Background: an optimization exercise with open tools, aiming at small area, a short achievable clock period and few clock cycles. Do not read the settings as production practice. At most, simulation tests tie the RTL to the original design; equivalence was not proved.

==> inputs of run a <==
## cpu_8bit
module cpu_8bit (
    input wire clk,
    input wire reset,
    input wire [7:0] data_in,
    output wire [7:0] data_out,
    output wire [7:0] address,
    output wire mem_write
);
==> module control_unit, before the edit <==
module control_unit (
    input wire clk,
    input wire reset,
    input wire [7:0] data_in,
    output reg dph,
    output reg [2:0] mop,
    output reg [3:0] mopd
);
    wire is_mem = (data_in[7:4] != 4'h0) && (data_in[7:4] <= 4'h5);
    always @(posedge clk or posedge reset) begin
        if (reset)
            dph <= 1'b0;
        else
            dph <= !dph && is_mem;
    end
    always @(posedge clk) begin
        mop  <= data_in[6:4];
        mopd <= data_in[3:0];
    end
endmodule
==> module datapath, before the edit <==
module datapath (
    input wire clk,
    input wire reset,
    input wire [7:0] data_in,
    input wire dph,
    input wire [2:0] mop,
    output reg [7:0] pc,
    output reg [7:0] acc,
    output reg carry
);
    wire [3:0] op  = data_in[7:4];
    wire [3:0] opd = data_in[3:0];
    wire take = (op == 4'h9) ||
                (op == 4'hA && acc == 8'h00) ||
                (op == 4'hB && carry);
    always @(posedge clk or posedge reset) begin
        if (reset)
            pc <= 8'h00;
        else if (!dph)
            pc <= take ? {4'h0, opd} : pc + 8'h01;
    end
    wire       sub = (mop == 3'b010);
    wire [8:0] sum = {1'b0, acc} + {1'b0, data_in ^ {8{sub}}} + {8'h00, sub};
    reg [7:0] acc_n;
    reg       c_n;
    always @(*) begin
        acc_n = acc;
        c_n   = carry;
        if (dph) begin
            case (mop)
                3'b001, 3'b010: begin acc_n = sum[7:0]; c_n = sum[8] ^ sub; end
                3'b011: begin acc_n = acc & data_in; c_n = 1'b0; end
                3'b100: begin acc_n = data_in; c_n = 1'b0; end
                default: ;
            endcase
        end else begin
            case (op)
                4'h6: begin acc_n = ~acc; c_n = 1'b1; end
                4'h7: begin acc_n = {acc[6:0], 1'b0}; c_n = acc[7]; end
                4'h8: begin acc_n = {1'b0, acc[7:1]}; c_n = 1'b0; end
                default: ;
            endcase
        end
    end
    always @(posedge clk or posedge reset) begin
        if (reset) begin
            acc   <= 8'h00;
            carry <= 1'b0;
        end else begin
            acc   <= acc_n;
            carry <= c_n;
        end
    end
endmodule
==> module cpu_8bit, before the edit <==
module cpu_8bit (
    input wire clk,
    input wire reset,
    input wire [7:0] data_in,
    output wire [7:0] data_out,
    output wire [7:0] address,
    output wire mem_write
);
    wire [7:0] pc;
    wire [7:0] acc;
    wire       carry;
    wire       dph;        
    wire [2:0] mop;        
    wire [3:0] mopd;       
    control_unit ctrl (
        .clk(clk),
        .reset(reset),
        .data_in(data_in),
        .dph(dph),
        .mop(mop),
        .mopd(mopd)
    );
    datapath dp (
        .clk(clk),
        .reset(reset),
        .data_in(data_in),
        .dph(dph),
        .mop(mop),
        .pc(pc),
        .acc(acc),
        .carry(carry)
    );
    assign address   = dph ? {4'b0, mopd} : pc;
    assign data_out  = acc;
    assign mem_write = dph & (mop == 3'b101);
endmodule
==> flow/config.mk <==
export PLATFORM = sky130hd
export DESIGN_NAME = cpu_8bit
export DESIGN_NICKNAME = cpu_8bit
export VERILOG_FILES = /design/flow/design.v
export SDC_FILE = /design/flow/constraint.sdc
export NUM_CORES = 4
export LEC_CHECK = 0
export ABC_AREA = 1
export CAP_MARGIN = 20
export CORE_MARGIN = 2
export CORE_UTILIZATION = 40
export SLEW_MARGIN = 20
==> flow/constraint.sdc <==
create_clock -name core_clock -period 4.0 [get_ports {clk}]
set_input_delay 0.8000 -clock core_clock [delete_from_list [all_inputs] [get_ports {clk}]]
set_output_delay 0.8000 -clock core_clock [all_outputs]
set_load 0.01 [all_outputs]
run.sh (not shown) runs the stock make flow with config.mk's settings and CLKGATE_MAP_FILE= SYNTH_SCRIPT=/design/flow/synth_recipe.tcl, a recipe that flattens the netlist after the stock synthesis.
==> run b (differences from run a) <==
==> flow/design.v (replaced) <==
module control_unit (
    input wire clk,
    input wire reset,
    input wire [7:0] data_in,
    output reg rd,
    output reg wr,
    output reg dsel,
    output reg asel,
    output reg sub,
    output reg [1:0] mop,
    output reg [3:0] mopd
);
    wire [3:0] op = data_in[7:4];
    wire ld = !dsel && (op[3:2] == 2'b00) && (op[1:0] != 2'b00) ||
              !dsel && (op == 4'h4);
    wire st = !dsel && (op == 4'h5);
    always @(posedge clk or posedge reset) begin
        if (reset) begin
            rd   <= 1'b0;
            wr   <= 1'b0;
            dsel <= 1'b0;
            asel <= 1'b0;
        end else begin
            rd   <= ld;
            wr   <= st;
            dsel <= ld || st;
            asel <= !dsel && (op != 4'h0) && (op[3:1] <= 3'b010);
        end
    end
    always @(posedge clk) begin
        sub  <= (op == 4'h2);
        mop  <= data_in[5:4];
        mopd <= data_in[3:0];
    end
endmodule
module datapath (
    input wire clk,
    input wire reset,
    input wire [7:0] data_in,
    input wire rd,
    input wire wr,
    input wire dsel,
    input wire sub,
    input wire [1:0] mop,
    output reg [7:0] pc,
    output reg [7:0] acc
);
    reg        carry;
    wire [7:0] d   = data_in;
    wire [3:0] op  = data_in[7:4];
    wire [3:0] opd = data_in[3:0];
    wire       fetch = !dsel;
    wire       zero = (acc == 8'h00);
    reg        cond;
    always @(*) begin
        case (op[1:0])
            2'b00: cond = 1'b0;      
            2'b01: cond = 1'b1;      
            2'b10: cond = zero;      
            default: cond = carry;   
        endcase
    end
    wire       tk   = fetch && (op[3:2] == 2'b10) && cond;    
    wire [7:0] pc_s = dsel ? pc : pc + 8'h01;                  
    wire [7:0] pc_n = tk ? {4'h0, opd} : pc_s;
    always @(posedge clk or posedge reset) begin
        if (reset)
            pc <= 8'h00;
        else
            pc <= pc_n;
    end
    wire [7:0] ax = acc ^ {8{sub}};
    wire [7:0] g0 = ax & d;
    wire [7:0] p0 = ax | d;
    wire [7:0] g1, p1, g2, p2, g3;
    genvar i;
    generate
        for (i = 0; i < 8; i = i + 1) begin : pf
            if (i >= 1) begin : l1
                assign g1[i] = g0[i] | (p0[i] & g0[i-1]);
                assign p1[i] = p0[i] & p0[i-1];
            end else begin : l1z
                assign g1[i] = g0[i];
                assign p1[i] = p0[i];
            end
            if (i >= 2) begin : l2
                assign g2[i] = g1[i] | (p1[i] & g1[i-2]);
                assign p2[i] = p1[i] & p1[i-2];
            end else begin : l2z
                assign g2[i] = g1[i];
                assign p2[i] = p1[i];
            end
            if (i >= 4) begin : l3
                assign g3[i] = g2[i] | (p2[i] & g2[i-4]);
            end else begin : l3z
                assign g3[i] = g2[i];
            end
        end
    endgenerate
    wire [7:0] c = {g3[6:0], 1'b0};              
    wire [7:0] h = acc ^ d;                      
    wire is_ar = rd && (mop[1] ^ mop[0]);        
    wire is_and = rd && (mop == 2'b11);
    wire is_ld  = rd && (mop == 2'b00);
    wire [7:0] k = {8{is_ld}} | ({8{is_and}} & acc);
    wire is_nl = fetch && (op[3:1] == 3'b011);
    wire is_sr = fetch && (op == 4'h8);
    wire [7:0] nl = op[0] ? {acc[6:0], 1'b0} : ~acc;
    wire [7:0] sr = {1'b0, acc[7:1]};
    wire       c_nl = op[0] ? acc[7] : 1'b1;
    wire [7:0] y   = is_nl ? nl : (is_sr ? sr : ((d & k) | (acc & {8{!rd}})));
    wire       y_c = is_nl ? c_nl : (!is_sr && !rd && carry);
    wire [7:0] r1 = is_ar ? ~h : y;
    wire [7:0] r0 = is_ar ?  h : y;
    wire [7:0] acc_n = (c & r1) | (~c & r0);
    wire       c_n   = is_ar ? g3[7] : y_c;
    always @(posedge clk or posedge reset) begin
        if (reset) begin
            acc   <= 8'h00;
            carry <= 1'b0;
        end else begin
            acc   <= acc_n;
            carry <= c_n;
        end
    end
endmodule
module cpu_8bit (
    input wire clk,
    input wire reset,
    input wire [7:0] data_in,
    output wire [7:0] data_out,
    output wire [7:0] address,
    output wire mem_write
);
    wire       rd;         
    wire       wr;         
    wire       dsel;       
    wire       asel;       
    wire       sub;        
    wire [1:0] mop;        
    wire [3:0] mopd;       
    wire [7:0] pc;
    wire [7:0] acc;
    control_unit ctrl (
        .clk(clk),
        .reset(reset),
        .data_in(data_in),
        .rd(rd),
        .wr(wr),
        .dsel(dsel),
        .asel(asel),
        .sub(sub),
        .mop(mop),
        .mopd(mopd)
    );
    datapath dp (
        .clk(clk),
        .reset(reset),
        .data_in(data_in),
        .rd(rd),
        .wr(wr),
        .dsel(dsel),
        .sub(sub),
        .mop(mop),
        .pc(pc),
        .acc(acc)
    );
    assign address   = asel ? {4'h0, mopd} : pc;
    assign data_out  = acc;
    assign mem_write = wr;
endmodule
==> flow/flow/run.sh (new file) <==
#!/bin/bash
# Standard layout, except:
#  - synthesis maps with flow/abc.script and without full/half-adder cells,
#  - the ports get plain buffers,
#  - resizing may change a cell's footprint.
F=$(pwd)/flow
export FLOW_ABC_SCRIPT=$F/abc.script
export BUFFER_PORTS_ARGS="-buffer_cell sky130_fd_sc_hd__buf_2"
bash standard.sh SYNTH_SCRIPT=$F/synth_abc.tcl ADDER_MAP_FILE= MATCH_CELL_FOOTPRINT=0 finish > standard.log 2>&1
==> flow/flow/abc.script (new file) <==
strash
dch
map -a -B 0.9
topo
stime -c
buffer -c
upsize -c
dnsize -c
==> flow/flow/synth_abc.tcl (new file) <==
# synth_recipe.tcl with one change: abc runs the script in flow/abc.script
# instead of ORFS's abc_area.script. Everything else is the same.
proc synth {args} { yosys synth -nofsm -noshare {*}$args }
proc abc {args} {
  set i [lsearch -exact $args -script]
  if { $i >= 0 } { lset args [expr {$i + 1}] $::env(FLOW_ABC_SCRIPT) }
  yosys abc {*}$args
}
source $::env(SCRIPTS_DIR)/synth.tcl
# left out here: clear keep_hierarchy, flatten, clean up, hide names made inside functions, write 1_2_yosys.v
==> flow/standard.sh (new file) <==
#!/bin/bash
# synth_recipe.tcl (not shown) runs the flow's synth.tcl, then flattens the netlist and writes it again
# the make line also repeats each setting of config.mk as NAME=value (left out here)
make -C /OpenROAD-flow-scripts/flow DESIGN_CONFIG=/design/flow/config.mk WORK_HOME=/design/flow/orfs CLKGATE_MAP_FILE= SYNTH_SCRIPT=/design/flow/synth_recipe.tcl "${@:-finish}"
- SETUP_SLACK_MARGIN: unset -> 2.15
removed: flow/run.sh
==> run c (differences from run a) <==
==> flow/design.v (replaced) <==
module control_unit (
    input wire clk,
    input wire reset,
    input wire [7:0] data_in,
    output reg rd,
    output reg wr,
    output reg dsel,
    output reg sub,
    output reg [1:0] mop,
    output reg [3:0] mopd
);
    wire [3:0] op    = data_in[7:4];
    wire       ld    = !dsel && (op == 4'h1 || op == 4'h2 || op == 4'h3 || op == 4'h4);
    wire       st    = !dsel && (op == 4'h5);
    always @(posedge clk or posedge reset) begin
        if (reset) begin
            rd   <= 1'b0;
            wr   <= 1'b0;
            dsel <= 1'b0;
        end else begin
            rd   <= ld;
            wr   <= st;
            dsel <= ld || st;
        end
    end
    always @(posedge clk) begin
        sub  <= (op == 4'h2);
        mop  <= data_in[5:4];
        mopd <= data_in[3:0];
    end
endmodule
module datapath (
    input wire clk,
    input wire reset,
    input wire [7:0] data_in,
    input wire rd,
    input wire dsel,
    input wire sub,
    input wire [1:0] mop,
    output reg [7:0] pc,
    output reg [7:0] acc
);
    reg        carry;
    wire [3:0] op  = data_in[7:4];
    wire [3:0] opd = data_in[3:0];
    wire take = (op == 4'h9) ||
                (op == 4'hA && acc == 8'h00) ||
                (op == 4'hB && carry);
    always @(posedge clk or posedge reset) begin
        if (reset)
            pc <= 8'h00;
        else if (!dsel)
            pc <= take ? {4'h0, opd} : pc + 8'h01;
    end
    wire [7:0] ax = acc ^ {8{sub}};
    wire [8:0] s  = {1'b0, ax} + {1'b0, data_in};
    reg [7:0] acc_n;
    reg       c_n;
    always @(*) begin
        acc_n = acc;
        c_n   = carry;
        if (rd) begin
            case (mop)
                2'b01, 2'b10: begin acc_n = s[7:0] ^ {8{sub}}; c_n = s[8]; end
                2'b11: begin acc_n = acc & data_in; c_n = 1'b0; end
                default: begin acc_n = data_in; c_n = 1'b0; end
            endcase
        end else if (!dsel) begin
            case (op)
                4'h6: begin acc_n = ~acc; c_n = 1'b1; end
                4'h7: begin acc_n = {acc[6:0], 1'b0}; c_n = acc[7]; end
                4'h8: begin acc_n = {1'b0, acc[7:1]}; c_n = 1'b0; end
                default: ;
            endcase
        end
    end
    always @(posedge clk or posedge reset) begin
        if (reset) begin
            acc   <= 8'h00;
            carry <= 1'b0;
        end else begin
            acc   <= acc_n;
            carry <= c_n;
        end
    end
endmodule
module cpu_8bit (
    input wire clk,
    input wire reset,
    input wire [7:0] data_in,
    output wire [7:0] data_out,
    output wire [7:0] address,
    output wire mem_write
);
    wire       rd;         
    wire       wr;         
    wire       dsel;       
    wire       sub;        
    wire [1:0] mop;        
    wire [3:0] mopd;       
    wire [7:0] pc;
    wire [7:0] acc;
    control_unit ctrl (
        .clk(clk),
        .reset(reset),
        .data_in(data_in),
        .rd(rd),
        .wr(wr),
        .dsel(dsel),
        .sub(sub),
        .mop(mop),
        .mopd(mopd)
    );
    datapath dp (
        .clk(clk),
        .reset(reset),
        .data_in(data_in),
        .rd(rd),
        .dsel(dsel),
        .sub(sub),
        .mop(mop),
        .pc(pc),
        .acc(acc)
    );
    assign address   = dsel ? {4'h0, mopd} : pc;
    assign data_out  = acc;
    assign mem_write = wr;
endmodule
==> flow/flow/run.sh (new file) <==
#!/bin/bash
# Standard layout, except: no full/half-adder cells in synthesis, plain
# buffers on the ports, and resizing free to change a cell's footprint.
export BUFFER_PORTS_ARGS="-buffer_cell sky130_fd_sc_hd__buf_2"
bash standard.sh ADDER_MAP_FILE= MATCH_CELL_FOOTPRINT=0 finish > standard.log 2>&1
==> flow/standard.sh (new file) <==
#!/bin/bash
# synth_recipe.tcl (not shown) runs the flow's synth.tcl, then flattens the netlist and writes it again
# the make line also repeats each setting of config.mk as NAME=value (left out here)
make -C /OpenROAD-flow-scripts/flow DESIGN_CONFIG=/design/flow/config.mk WORK_HOME=/design/flow/orfs CLKGATE_MAP_FILE= SYNTH_SCRIPT=/design/flow/synth_recipe.tcl "${@:-finish}"
- ABC_AREA: 1 -> 0
- SETUP_SLACK_MARGIN: unset -> 2.0
removed: flow/run.sh
==> summary.txt <==
Run status
  – Outcome: finished clean

STA
  – Clock skew: 9.12 ps

Logic synthesis
  – Synth Area in Adders: 6.99%
  – Ys async rst share: 72.0%

Place
  – Gpl congestion: 0.924

Final layout
  – Sequential cells: 25

CTS
  – Count of cells resized by post-cts repair: 0

Route
  – Via/cell ratio: 5.16
  – Routed wl met3: 334 um

Critical path
  – Crit path buf inv count: 4
That was run a.
==> summary.txt <==
CTS
  – Count of cells resized by post-cts repair: 59

Route
  – Via/cell ratio: 6.03
  – Routed wl met3: 463 um

STA
  – Clock skew: 6.54 ps

Critical path
  – Crit path buf inv count: 1

Place
  – Gpl congestion: 0.871

Logic synthesis
  – Synth Area in Adders: 0.979%
  – Ys async rst share: 74.1%

Run status
  – Outcome: finished clean
That was run c.
==> summary.txt <==
Logic synthesis
  – Synth Area in Adders: 0%
  – Ys async rst share: 75.0%

STA
  – Clock skew: 6.25 ps
  – Hold Slack: 550 ps

Place
  – Gpl congestion: 0.914

Run status
  – Outcome: finished clean

Critical path
  – Crit path buf inv count: 2

CTS
  – Count of cells resized by post-cts repair: 20

Route
  – Routed wl met3: 349 um
  – Uppermost layer routed: met4

Final layout
  – Sequential cells: 28
That was run b.
Testbench counts of run b, summed over its fixed seeds: cycles 52,861.
Testbench counts of run c, summed over its fixed seeds: cycles 52,861.
The RTL of run a was laid out without a check of its function.

## port drivers added, routing unchanged
How much do the figures lean on ideal ports? The routed layouts below were timed once more, with nothing changed but the port constraints.
Step 1: set_driving_cell puts a clkbuf_16 on clk and a buf_2 on each other input, an assumption about the parent block.
Step 2, shift: input delay + t, output delay - t, t = (earliest + latest rising clock arrival at the registers) / 2. This alone moves slack from input paths to output paths.
Three values: ideal, step 1, step 2; two values: the first two.
run | t, ns | slack for setup (ns) | hold slack, ns | worst data-port slew with drivers (ns) | cell pins on the clock port's net
run a | 0.303 | 1.021 / 0.993 / 0.947 | 0.554 / 0.554 / 0.554 | 0.03 | 1
run b | 0.298 | 2.092 / 2.064 / 1.849 | 0.550 / 0.550 / 0.550 | 0.04 | 1
run c | 0.303 | 1.762 / 1.745 / 1.441 | 0.516 / 0.516 / 0.516 | 0.10 | 1
After both steps setup and hold are still met in every run listed. For run c, which loses most, drivers alone change the setup slack by -0.017 ns; drivers and shift together by -0.321 ns.
